From an optimization exercise on the open Yosys and OpenROAD flow, aimed at small area, a short achievable clock period and few clock cycles; shortcuts taken in it are not production practice. The RTL was checked by simulation tests, not by an equivalence proof against the original design.

==> inputs of try-cedar <==
## microprocessor
module microprocessor(
					input [7:0]data_in,
					input Enter,
					input Reset,
					input Clock,
					input testStart,
					input prog_we,
					input [4:0]prog_addr,
					output [7:0]dataOut,
					output Halt,
					output in_wait);
==> module microprocessor, before the edit <==
module microprocessor(
					input [7:0]data_in,
					input Enter,
					input Reset,
					input Clock,
					input testStart,
					input prog_we,
					input [4:0]prog_addr,
					output [7:0]dataOut,
					output Halt,
					output in_wait);
reg [7:0]  mem [0:31];
reg [31:0] pco;		 
reg [2:0]  op;		 
reg        f_ld, f_st, f_ari, f_in, f_hlt, f_jz, f_jp;	 
reg [31:0] ado;		 
reg        iv;		 
reg        m0_stale;	 
reg [7:0]  a;
reg        halt_o, wait_o;	 
reg [7:0] d;		 
reg [7:0] f;		 
reg       fwd;		 
integer k;
always @(*) begin
	d = 8'd0;
	f = 8'd0;
	fwd = 1'b0;
	for (k = 0; k < 32; k = k + 1) begin
		d = d | (mem[k] & {8{ado[k]}});
		f = f | (mem[k] & {8{pco[k]}});
		fwd = fwd | (ado[k] & pco[k]);
	end
end
wire taken  = (f_jz & a == 8'd0) | (f_jp & ~a[7]);
wire hold   = f_hlt | (f_in & ~(Enter & iv));
wire run    = ~Reset & ~m0_stale;		 
wire step   = run & ~hold;
wire [7:0] x = a ^ {8{op[0]}};
wire [7:0] g0 = x & d;
wire [7:0] p0 = x ^ d;
wire [7:0] g1, p1, g2, p2, g3;
genvar j;
generate
	for (j = 0; j < 8; j = j + 1) begin : pre
		if (j >= 1) begin
			assign g1[j] = g0[j] | (p0[j] & g0[j-1]);
			assign p1[j] = p0[j] & p0[j-1];
		end else begin
			assign g1[j] = g0[j];
			assign p1[j] = p0[j];
		end
		if (j >= 2) begin
			assign g2[j] = g1[j] | (p1[j] & g1[j-2]);
			assign p2[j] = p1[j] & p1[j-2];
		end else begin
			assign g2[j] = g1[j];
			assign p2[j] = p1[j];
		end
		if (j >= 4)
			assign g3[j] = g2[j] | (p2[j] & g2[j-4]);
		else
			assign g3[j] = g2[j];
	end
endgenerate
wire [7:0] carry = {g3[6:0], 1'b0};
wire [7:0] sum = p0 ^ carry ^ {8{op[0]}};
assign dataOut = a;
assign Halt    = halt_o;
assign in_wait = wait_o;
wire [7:0] a_next = f_ld ? d : (f_ari ? sum : data_in);
wire       a_load = step & (f_ld | f_ari | f_in);
wire [7:0] ir_next = ~run ? mem[0] : (taken ? d : (f_st & fwd ? a : f));
wire       ir_load = ~run | ~hold;
always @(posedge Clock or posedge Reset)
	if (Reset) begin
		iv     <= 1'b0;
		halt_o <= 1'b0;
		wait_o <= 1'b0;
	end else begin
		iv <= 1'b1;
		if (ir_load) begin
			halt_o <= ir_next[7:5] == 3'd7;
			wait_o <= ir_next[7:5] == 3'd4;
		end else begin
			halt_o <= f_hlt;
			wait_o <= f_in;
		end
	end
always @(posedge Clock)
	if (Reset)
		a <= 8'd0;
	else if (a_load)
		a <= a_next;
always @(posedge Clock) begin
	m0_stale <= Reset & (testStart | (prog_we & prog_addr == 5'd0));
	if (Reset)
		pco <= 32'd2;
	else if (step)
		pco <= taken ? {ado[30:0], ado[31]} : {pco[30:0], pco[31]};
	if (ir_load) begin
		op  <= ir_next[7:5];
		f_ld  <= ir_next[7:5] == 3'd0;
		f_st  <= ir_next[7:5] == 3'd1;
		f_ari <= ir_next[7:6] == 2'b01;
		f_in  <= ir_next[7:5] == 3'd4;
		f_jz  <= ir_next[7:5] == 3'd5;
		f_jp  <= ir_next[7:5] == 3'd6;
		f_hlt <= ir_next[7:5] == 3'd7;
		ado <= 32'd1 << ir_next[4:0];
	end
end
function [7:0] boot;
	input [4:0] n;
	case (n)
	5'd0:  boot = 8'h80; 5'd1:  boot = 8'h3E; 5'd2:  boot = 8'h80; 5'd3:  boot = 8'h3F;
	5'd4:  boot = 8'h1E; 5'd5:  boot = 8'h7F; 5'd6:  boot = 8'hB0; 5'd7:  boot = 8'hCC;
	5'd8:  boot = 8'h1F; 5'd9:  boot = 8'h7E; 5'd10: boot = 8'h3F; 5'd11: boot = 8'hC4;
	5'd12: boot = 8'h1E; 5'd13: boot = 8'h7F; 5'd14: boot = 8'h3E; 5'd15: boot = 8'hC4;
	5'd16: boot = 8'h1E; default: boot = 8'hFF;
	endcase
endfunction
wire [7:0] wd = prog_we ? data_in : a;
integer i;
always @(posedge Clock)
	for (i = 0; i < 32; i = i + 1)
		if ((prog_we & prog_addr == i) | (f_st & ado[i] & run))
			mem[i] <= wd;
		else if (testStart & i < 18)
			mem[i] <= boot(i);
endmodule
export LEC_CHECK = 0
export CAP_MARGIN = 20
export CORE_MARGIN = 2
export CORE_UTILIZATION = 50
export CTS_CLUSTER_DIAMETER = 100
export CTS_CLUSTER_SIZE = 20
export SETUP_SLACK_MARGIN = 4.2
export SLEW_MARGIN = 20
create_clock -name core_clock -period 7.0 [get_ports {Clock}]
run.sh (not shown) runs the stock make flow with config.mk's settings and CLKGATE_MAP_FILE= SYNTH_SCRIPT=/design/flow/synth_recipe.tcl, a recipe that flattens the netlist after the stock synthesis.
==> try-amber (differences from try-cedar) <==
==> flow/design.v (replaced) <==
module microprocessor(
					input [7:0]data_in,
					input Enter,
					input Reset,
					input Clock,
					input testStart,
					input prog_we,
					input [4:0]prog_addr,
					output [7:0]dataOut,
					output Halt,
					output in_wait);
reg [7:0] mem [0:31];
reg [4:0] pc;		 
reg [7:0] ir;		 
reg       iv;		 
reg [7:0] a;
wire [2:0] op = ir[7:5];
wire [4:0] ad = ir[4:0];
wire [7:0] d  = mem[ad];	 
wire [7:0] f  = mem[pc];	 
wire op_ld  = iv & (op == 3'd0);
wire op_st  = iv & (op == 3'd1);
wire op_ari = iv & (op[2:1] == 2'b01);
wire op_in  = iv & (op == 3'd4);
wire op_hlt = iv & (op == 3'd7);
wire taken  = iv & ((op == 3'd5 & a == 8'd0) | (op == 3'd6 & ~a[7]));
wire hold   = op_hlt | (op_in & ~Enter);
wire [7:0] sum = a + (d ^ {8{op[0]}}) + {7'd0, op[0]};
assign dataOut = a;
assign Halt    = op_hlt;
assign in_wait = op_in;
always @(posedge Clock or posedge Reset)
	if (Reset) begin
		pc <= 5'd0;
		iv <= 1'b0;
		a  <= 8'd0;
	end else if (!hold) begin
		iv <= 1'b1;
		pc <= (taken ? ad : pc) + 5'd1;
		if (op_ld)
			a <= d;
		else if (op_ari)
			a <= sum;
		else if (op_in)
			a <= data_in;
	end
always @(posedge Clock)
	if (!hold)
		ir <= taken ? d : ((op_st & ad == pc) ? a : f);
function [7:0] boot;
	input [4:0] n;
	case (n)
	5'd0:  boot = 8'h80; 5'd1:  boot = 8'h3E; 5'd2:  boot = 8'h80; 5'd3:  boot = 8'h3F;
	5'd4:  boot = 8'h1E; 5'd5:  boot = 8'h7F; 5'd6:  boot = 8'hB0; 5'd7:  boot = 8'hCC;
	5'd8:  boot = 8'h1F; 5'd9:  boot = 8'h7E; 5'd10: boot = 8'h3F; 5'd11: boot = 8'hC4;
	5'd12: boot = 8'h1E; 5'd13: boot = 8'h7F; 5'd14: boot = 8'h3E; 5'd15: boot = 8'hC4;
	5'd16: boot = 8'h1E; default: boot = 8'hFF;
	endcase
endfunction
wire [7:0] wd = prog_we ? data_in : a;
integer i;
always @(posedge Clock)
	for (i = 0; i < 32; i = i + 1)
		if ((prog_we & prog_addr == i) | (op_st & ad == i))
			mem[i] <= wd;
		else if (testStart & i < 18)
			mem[i] <= boot(i);
endmodule
Settings changed: CORE_UTILIZATION 50 to 40, CTS_CLUSTER_DIAMETER 100 to default, CTS_CLUSTER_SIZE 20 to default, SETUP_SLACK_MARGIN 4.2 to default.
==> out/metrics.cfg <==
[status]
status=timing/DRC/antenna clean

[global_routing]
grt_pass1_wl_um=111000
grt.total_usage_pct=48.4

[finish]
mostFrequentLayoutCells=edfxtp_1, a22oi_1, buf_4
sh_seq_area_pct=47.6
fillers=2485

[clocking]
numCtsBuffers=20

[synthesis]
yosysTopAreaCellShare_pct=54.2

[setup_path]
crit_start=ado[8]

# the run above: try-cedar

==> out/metrics.cfg <==
[finish]
fillers=3372
mostFrequentLayoutCells=edfxtp_1, a22oi_1, nand2_1
sh_seq_area_pct=49.5

[status]
status=timing/DRC/antenna clean

[synthesis]
synthArstFlopShare_pct=5.04
yosysTopAreaCellShare_pct=55.0

[global_routing]
grt_pass1_wl_um=107000
grt.total_usage_pct=41.9

[setup_path]
crit_start=ir[2]

# the run above: try-amber

Testbench counts of try-cedar, summed over its fixed seeds: cycles 48,466.
Testbench counts of try-amber, summed over its fixed seeds: cycles 48,868.

what the ideal ports hide:
Ports are ideal in the flow. The routed layouts listed here were re-timed in OpenROAD.
Step 1 (the two cells are an assumption about what drives the block):
set clk [get_ports {Clock}]
set_driving_cell -lib_cell sky130_fd_sc_hd__clkbuf_16 $clk
set_driving_cell -lib_cell sky130_fd_sc_hd__buf_2 [delete_from_list [all_inputs] $clk]
Step 2, shift: input delay + t, output delay - t, t = (earliest + latest rising clock arrival at the registers) / 2. This alone moves slack from input paths to output paths.
Three values: no drivers, after step 1, after step 2; two values: the first two.
run | t, ns | setup slack, ns | clock arrival spread, ns | cell pins on the clock port's net
try-cedar | 0.610 | 3.731 / 3.731 / 3.387 | 0.034 / 0.034 | 1
try-amber | 0.642 | 1.925 / 1.925 / 1.925 | 0.039 / 0.038 | 1
After both steps setup and hold are still met in every run listed. The setup slack of try-cedar, which loses most, moves by 0.000 ns with the drivers and by -0.344 ns with both steps.
